Background: an optimization exercise with open tools, aiming at small area. Do not read the settings as production practice.
Where RTL was checked, it was by simulation tests only, not by an equivalence proof against the original.
No driver is modelled on the clock port, so clocking that relies on it looks cheaper here than on a real chip.
Power and IR drop assume default switching activity.

== the reference run ==
// OFDM_Symbol_Sync
module OFDM_Symbol_Sync #(
    THRESHOLD=100,
    OFDM_SYMBOL_LENGTH=64
) (
    output wire        sample_clock_reset,
    input  wire        clock_clk,
    input  wire        reset_reset,
    input  wire signed [31:0] asi_in0_data,
    input  wire        asi_in0_valid,
    output reg  [31:0] aso_out0_data,
    output reg         aso_out0_valid,
    output wire        aso_out0_endofpacket,
    output reg         aso_out0_startofpacket,
    output wire        pre_sampling
);
Size in the first run: roughly 630 cells after synthesis, about 160 flip-flops, about 72 I/O pins, about 8300 um2 of cells after synthesis.
clock: 5.5 ns
lec_check: 0
cap_margin: 20
core_margin: 2
core_utilization: 60
cts_buf_list: sky130_fd_sc_hd__clkbuf_8
place_density: 0.7
slew_margin: 20
standard.sh (not shown) runs the stock make flow with config.mk's settings and CLKGATE_MAP_FILE= SYNTH_SCRIPT=/design/flow/synth_recipe.tcl, a recipe that flattens the netlist after the stock synthesis.
==> flow/flow/run.sh <==
#!/bin/bash
set -euo pipefail
export SYNTH_ARGS="-noabc"
export BUFFER_PORTS_ARGS="-buffer_cell sky130_fd_sc_hd__buf_1"
export CTS_ARGS="-sink_clustering_enable -repair_clock_nets -dont_use_dummy_load -buf_list sky130_fd_sc_hd__clkbuf_4 -root_buf sky130_fd_sc_hd__clkbuf_8"
export POST_CTS_TCL="$(pwd)/flow/post_cts.tcl"
bash standard.sh > standard_flow.log 2>&1
==> flow/flow/post_cts.tcl <==
# After clock tree synthesis: a clkbuf_4 leaf buffer that drives many
# flip-flops gives them too slow a clock edge, so upsize those to clkbuf_8.
set upsized 0
foreach inst [get_cells -filter "ref_name == sky130_fd_sc_hd__clkbuf_4"] {
  set out [get_pins -of_objects $inst -filter "direction == output"]
  set net [get_nets -of_objects $out]
  set loads [llength [get_pins -of_objects $net -filter "direction == input"]]
  if { $loads >= 11 } {
    replace_cell $inst sky130_fd_sc_hd__clkbuf_8
    incr upsized
  }
}
puts "post_cts: upsized $upsized clock buffers"
if { $upsized > 0 } {
  detailed_placement
  estimate_parasitics -placement
}
Both conditions hold for the reference run: the flow ran to the end and the final layout passed the timing, design-rule and antenna checks.
For the trial run, these inputs were changed with respect to the reference run:
diff --git a/flow/config.mk b/flow/config.mk
--- a/flow/config.mk
+++ b/flow/config.mk
@@ -9,5 +9,5 @@
 export CORE_MARGIN = 2
-export CORE_UTILIZATION = 60
+export CORE_UTILIZATION = 75
 export CTS_BUF_LIST = sky130_fd_sc_hd__clkbuf_8
-export PLACE_DENSITY = 0.7
+export PLACE_DENSITY = 0.85
 export SLEW_MARGIN = 20
[summary]
The trial run finished every stage and its layout cleared the timing, design-rule and antenna checks. The reference run completed; timing, DRC and antenna clean. Looking at number of fill cells in the layout across the trial run and the reference run, the one that comes out lower is the trial run. The run showing the smaller tightest hold margin is the reference run. Clock share of power: the trial run < the reference run. Between the reference run and the trial run, the data required time of the worst path does not differ in any meaningful way. The lower data arrival time of the critical path came out of the reference run.

---

v6:
The RTL this note starts from:
==> flow/design.v <==
`timescale 1 ps / 1 ps
module ofdm_ss_rca #(parameter W = 8) (
    input  wire [W-1:0] a,
    input  wire [W-1:0] b,
    input  wire         ci,
    output wire [W-1:0] s,
    output wire         co
);
    wire [W:0] c;
    assign c[0] = ci;
    genvar k;
    generate for (k = 0; k < W; k = k + 1) begin : g
        assign s[k]   = a[k] ^ b[k] ^ c[k];
        assign c[k+1] = (a[k] & b[k]) | (c[k] & (a[k] ^ b[k]));
    end endgenerate
    assign co = c[W];
endmodule
module ofdm_ss_chan (
    input  wire        clk,
    input  wire        v,           
    input  wire [15:0] s,           
    input  wire        first,       
    input  wire        last,        
    input  wire        odd,         
    output wire        big          
);
    reg  [4:0] accL;
    reg  [7:0] accM, accH;
    reg        c5, c13;
    wire [4:0] nL;
    wire [7:0] nM, nH;
    wire       n5, n13, nc_unused;
    wire       keep = ~first;
    wire [15:0] sv = s & {16{v}};
    ofdm_ss_rca #(5) uL (.a(accL & {5{keep}}), .b(sv[4:0]),  .ci(1'b0),      .s(nL), .co(n5));
    ofdm_ss_rca #(8) uM (.a(accM & {8{keep}}), .b(sv[12:5]), .ci(c5 & keep), .s(nM), .co(n13));
    ofdm_ss_rca #(8) uH (.a(accH & {8{keep}}), .b({{5{sv[15]}}, sv[15:13]}), .ci(c13 & keep),
                         .s(nH), .co(nc_unused));
    reg [15:0] m32;
    reg        cm0, cm8;
    reg  [16:0] p4;
    reg         pc;
    wire [16:0] pa = p4 & {17{~(odd & v)}};
    wire [16:0] pb = {sv[15], sv};
    wire [16:0] nP;
    wire        n9, np_unused;
    ofdm_ss_rca #(9) uP0 (.a(pa[8:0]),  .b(pb[8:0]),  .ci(1'b0), .s(nP[8:0]),  .co(n9));
    ofdm_ss_rca #(8) uP1 (.a(pa[16:9]), .b(pb[16:9]), .ci(pc & ~(odd & v)), .s(nP[16:9]),
                          .co(np_unused));
    always @(posedge clk) begin
        accL <= nL;
        accM <= nM;
        accH <= nH;
        c5   <= n5;
        c13  <= n13;
        p4   <= nP;
        pc   <= n9;
        if (v & last) begin
            m32 <= {nH, nM};
            cm0 <= n5;
            cm8 <= n13;
        end
    end
    wire [15:0] X = m32;
    wire [15:0] Y = p4[16:1];
    wire [7:0]  lo;
    wire        cl;
    ofdm_ss_rca #(8) uD0 (.a(X[7:0]), .b(~Y[7:0]), .ci(cm0), .s(lo), .co(cl));
    wire [8:0]  dh;
    ofdm_ss_rca #(9) uD1 (.a({X[15], X[15:8]}), .b(~{Y[15], Y[15:8]}), .ci(cm8), .s(dh), .co());
    wire a1 = &dh[8:1];
    wire z1 = ~|dh[8:1];
    wire dm2 = a1 & ~dh[0];
    wire dm1 = a1 &  dh[0];
    wire d0  = z1 & ~dh[0];
    wire dp1 = z1 &  dh[0];
    wire hz  = (pc == cl) ? d0  : (pc ? dp1 : dm1);
    wire hm1 = (pc == cl) ? dm1 : (pc ? d0  : dm2);
    wire le99  = ~lo[7] & ~(lo[6] & lo[5] & (lo[4] | lo[3] | lo[2]));
    wire ge155 = lo[7] & (lo[6] | lo[5] | (lo[4] & lo[3] & (lo[2] | (lo[1] & lo[0]))));
    assign big = ~((hz & le99) | (hm1 & ge155));
endmodule
module OFDM_Symbol_Sync #(
    THRESHOLD=100,
    OFDM_SYMBOL_LENGTH=64
) (
    output wire        sample_clock_reset,
    input  wire        clock_clk,
    input  wire        reset_reset,
    input  wire signed [31:0] asi_in0_data,
    input  wire        asi_in0_valid,
    output reg  [31:0] aso_out0_data,
    output reg         aso_out0_valid,
    output wire        aso_out0_endofpacket,
    output reg         aso_out0_startofpacket,
    output wire        pre_sampling
);
    wire [15:0] sI = asi_in0_data[15:0];
    wire [15:0] sR = asi_in0_data[31:16];
    wire v = asi_in0_valid;
    reg st_pkt, st_idle;
    wire st_srch = ~st_pkt & ~st_idle;
    reg [9:0] cnt;
    wire [4:0] idx = cnt[4:0];
    wire settd = cnt[5];
    wire bigR, bigI;
    ofdm_ss_chan chR (.clk(clock_clk), .v(v), .s(sR), .first(idx == 5'd0),
                      .last(idx == 5'd30), .odd(idx[0]), .big(bigR));
    ofdm_ss_chan chI (.clk(clock_clk), .v(v), .s(sI), .first(idx == 5'd0),
                      .last(idx == 5'd30), .odd(idx[0]), .big(bigI));
    reg flag;
    always @(posedge clock_clk)
        if (v & idx[0])
            flag <= bigR | bigI;
    wire detect = st_srch & v & idx[0] & flag & settd;
    wire pkt_end  = st_pkt & v & cnt[6];
    wire idle_end = st_idle & cnt[9];
    wire cnt_clr  = detect | pkt_end | idle_end;
    wire cnt_inc  = v | st_idle;
    wire [10:0] cc;
    assign cc[0] = cnt_inc;
    genvar k;
    generate for (k = 0; k < 10; k = k + 1) begin : g_cnt
        assign cc[k+1] = cc[k] & cnt[k];
    end endgenerate
    wire [9:0] cnt_up = cnt ^ cc[9:0];
    wire [15:0] orR, orI;
    assign orR[0] = 1'b0;
    assign orI[0] = 1'b0;
    assign orR[1] = sR[0];
    assign orI[1] = sI[0];
    generate for (k = 2; k < 16; k = k + 1) begin : g_neg
        assign orR[k] = orR[k-2] | sR[k-2] | sR[k-1];
        assign orI[k] = orI[k-2] | sI[k-2] | sI[k-1];
    end endgenerate
    always @(posedge clock_clk or posedge reset_reset) begin
        if (reset_reset) begin
            st_pkt <= 1'b0;
            st_idle <= 1'b0;
            cnt <= 10'd0;
            aso_out0_data <= 32'd0;
            aso_out0_valid <= 1'b0;
            aso_out0_startofpacket <= 1'b0;
        end else begin
            if (cnt_clr)
                cnt <= 10'd0;
            else if (st_srch) begin
                cnt[4:0] <= cnt_up[4:0];
                cnt[5] <= cnt[5] | cc[5];
            end else
                cnt <= cnt_up;
            if (detect) st_pkt <= 1'b1;
            else if (pkt_end) st_pkt <= 1'b0;
            if (pkt_end) st_idle <= 1'b1;
            else if (idle_end) st_idle <= 1'b0;
            if (st_pkt & v)
                aso_out0_data <= {sR ^ orR, sI ^ orI};
            aso_out0_valid <= detect | (st_pkt & ~aso_out0_valid & v & ~cnt[6]);
            aso_out0_startofpacket <= detect | (st_pkt & v & ~|cnt[6:0]);
        end
    end
    assign aso_out0_endofpacket = st_pkt & cnt[6];
    assign pre_sampling = ~st_pkt;
    assign sample_clock_reset = 1'b0;
endmodule
Settings: LEC_CHECK=0, CAP_MARGIN=20, CORE_MARGIN=2, CORE_UTILIZATION=40, CTS_BUF_LIST=sky130_fd_sc_hd__clkbuf_8, PLACE_DENSITY=0.6, SLEW_MARGIN=20; clock period 5.5 ns.
==> flow/flow/run.sh <==
#!/bin/bash
set -euo pipefail
export SYNTH_ARGS="-noabc"
export BUFFER_PORTS_ARGS="-buffer_cell sky130_fd_sc_hd__buf_1"
bash standard.sh > standard_flow.log 2>&1
What v7 does differently from v6 at the input level:
==> flow/flow/run.sh <==
#!/bin/bash
set -euo pipefail
export SYNTH_ARGS="-noabc"
export BUFFER_PORTS_ARGS="-buffer_cell sky130_fd_sc_hd__buf_1"
export CTS_ARGS="-sink_clustering_enable -repair_clock_nets -dont_use_dummy_load -buf_list sky130_fd_sc_hd__clkbuf_8"
bash standard.sh > standard_flow.log 2>&1
## What came out
- There was hardly any difference in hold slack between v7 and v6.
- Comparing v7 and v6, wire length of the first global-routing pass is lower on v7.
- Part of the total power dissipated in the clock network in v7 vs v6: down 5.7 points
- Changes observed in v7 relative to v6: fraction of area in multi-input gates climbed 0.90 points; minimum setup slack in the final design dropped 0.014 ns; routed wire length barely changed; cell count dropped 1.5%.
No functional check of the RTL was part of any run of this note.

static timing again, ports no longer ideal:
The flow's constraints put no driver on any port. The routed layouts listed below were extracted and timed again, unchanged, in two steps.
Step 1 (the two cells are an assumption about what drives the block):
set clk [get_ports {clock_clk}]
set_driving_cell -lib_cell sky130_fd_sc_hd__clkbuf_16 $clk
set_driving_cell -lib_cell sky130_fd_sc_hd__buf_2 [delete_from_list [all_inputs] $clk]
Step 2 moves the port delays by t, midway between the first and last clock arrival at a register: inputs arrive t later, outputs are due t later. That takes back most of the time a late clock gives input paths.
a / b / c = ideal / step 1 / step 2; a / b = the first two.
| run | t (ns) | setup slack, ns | latest minus earliest clock arrival (ns) |
|---|---|---|---|
| the reference run | 0.479 | 0.280 / 0.280 / -0.067 | 0.040 / 0.040 |
| the trial run | 0.478 | 0.219 / 0.219 / -0.214 | 0.038 / 0.038 |
| v6 | 0.487 | 0.315 / 0.315 / -0.145 | 0.021 / 0.021 |
| v7 | 0.479 | 0.301 / 0.301 / -0.123 | 0.034 / 0.034 |
Met with ideal ports but missed after step 2: setup timing in every run listed. For v6, which loses most, drivers alone change the setup slack by 0.000 ns; drivers and shift together by -0.460 ns.
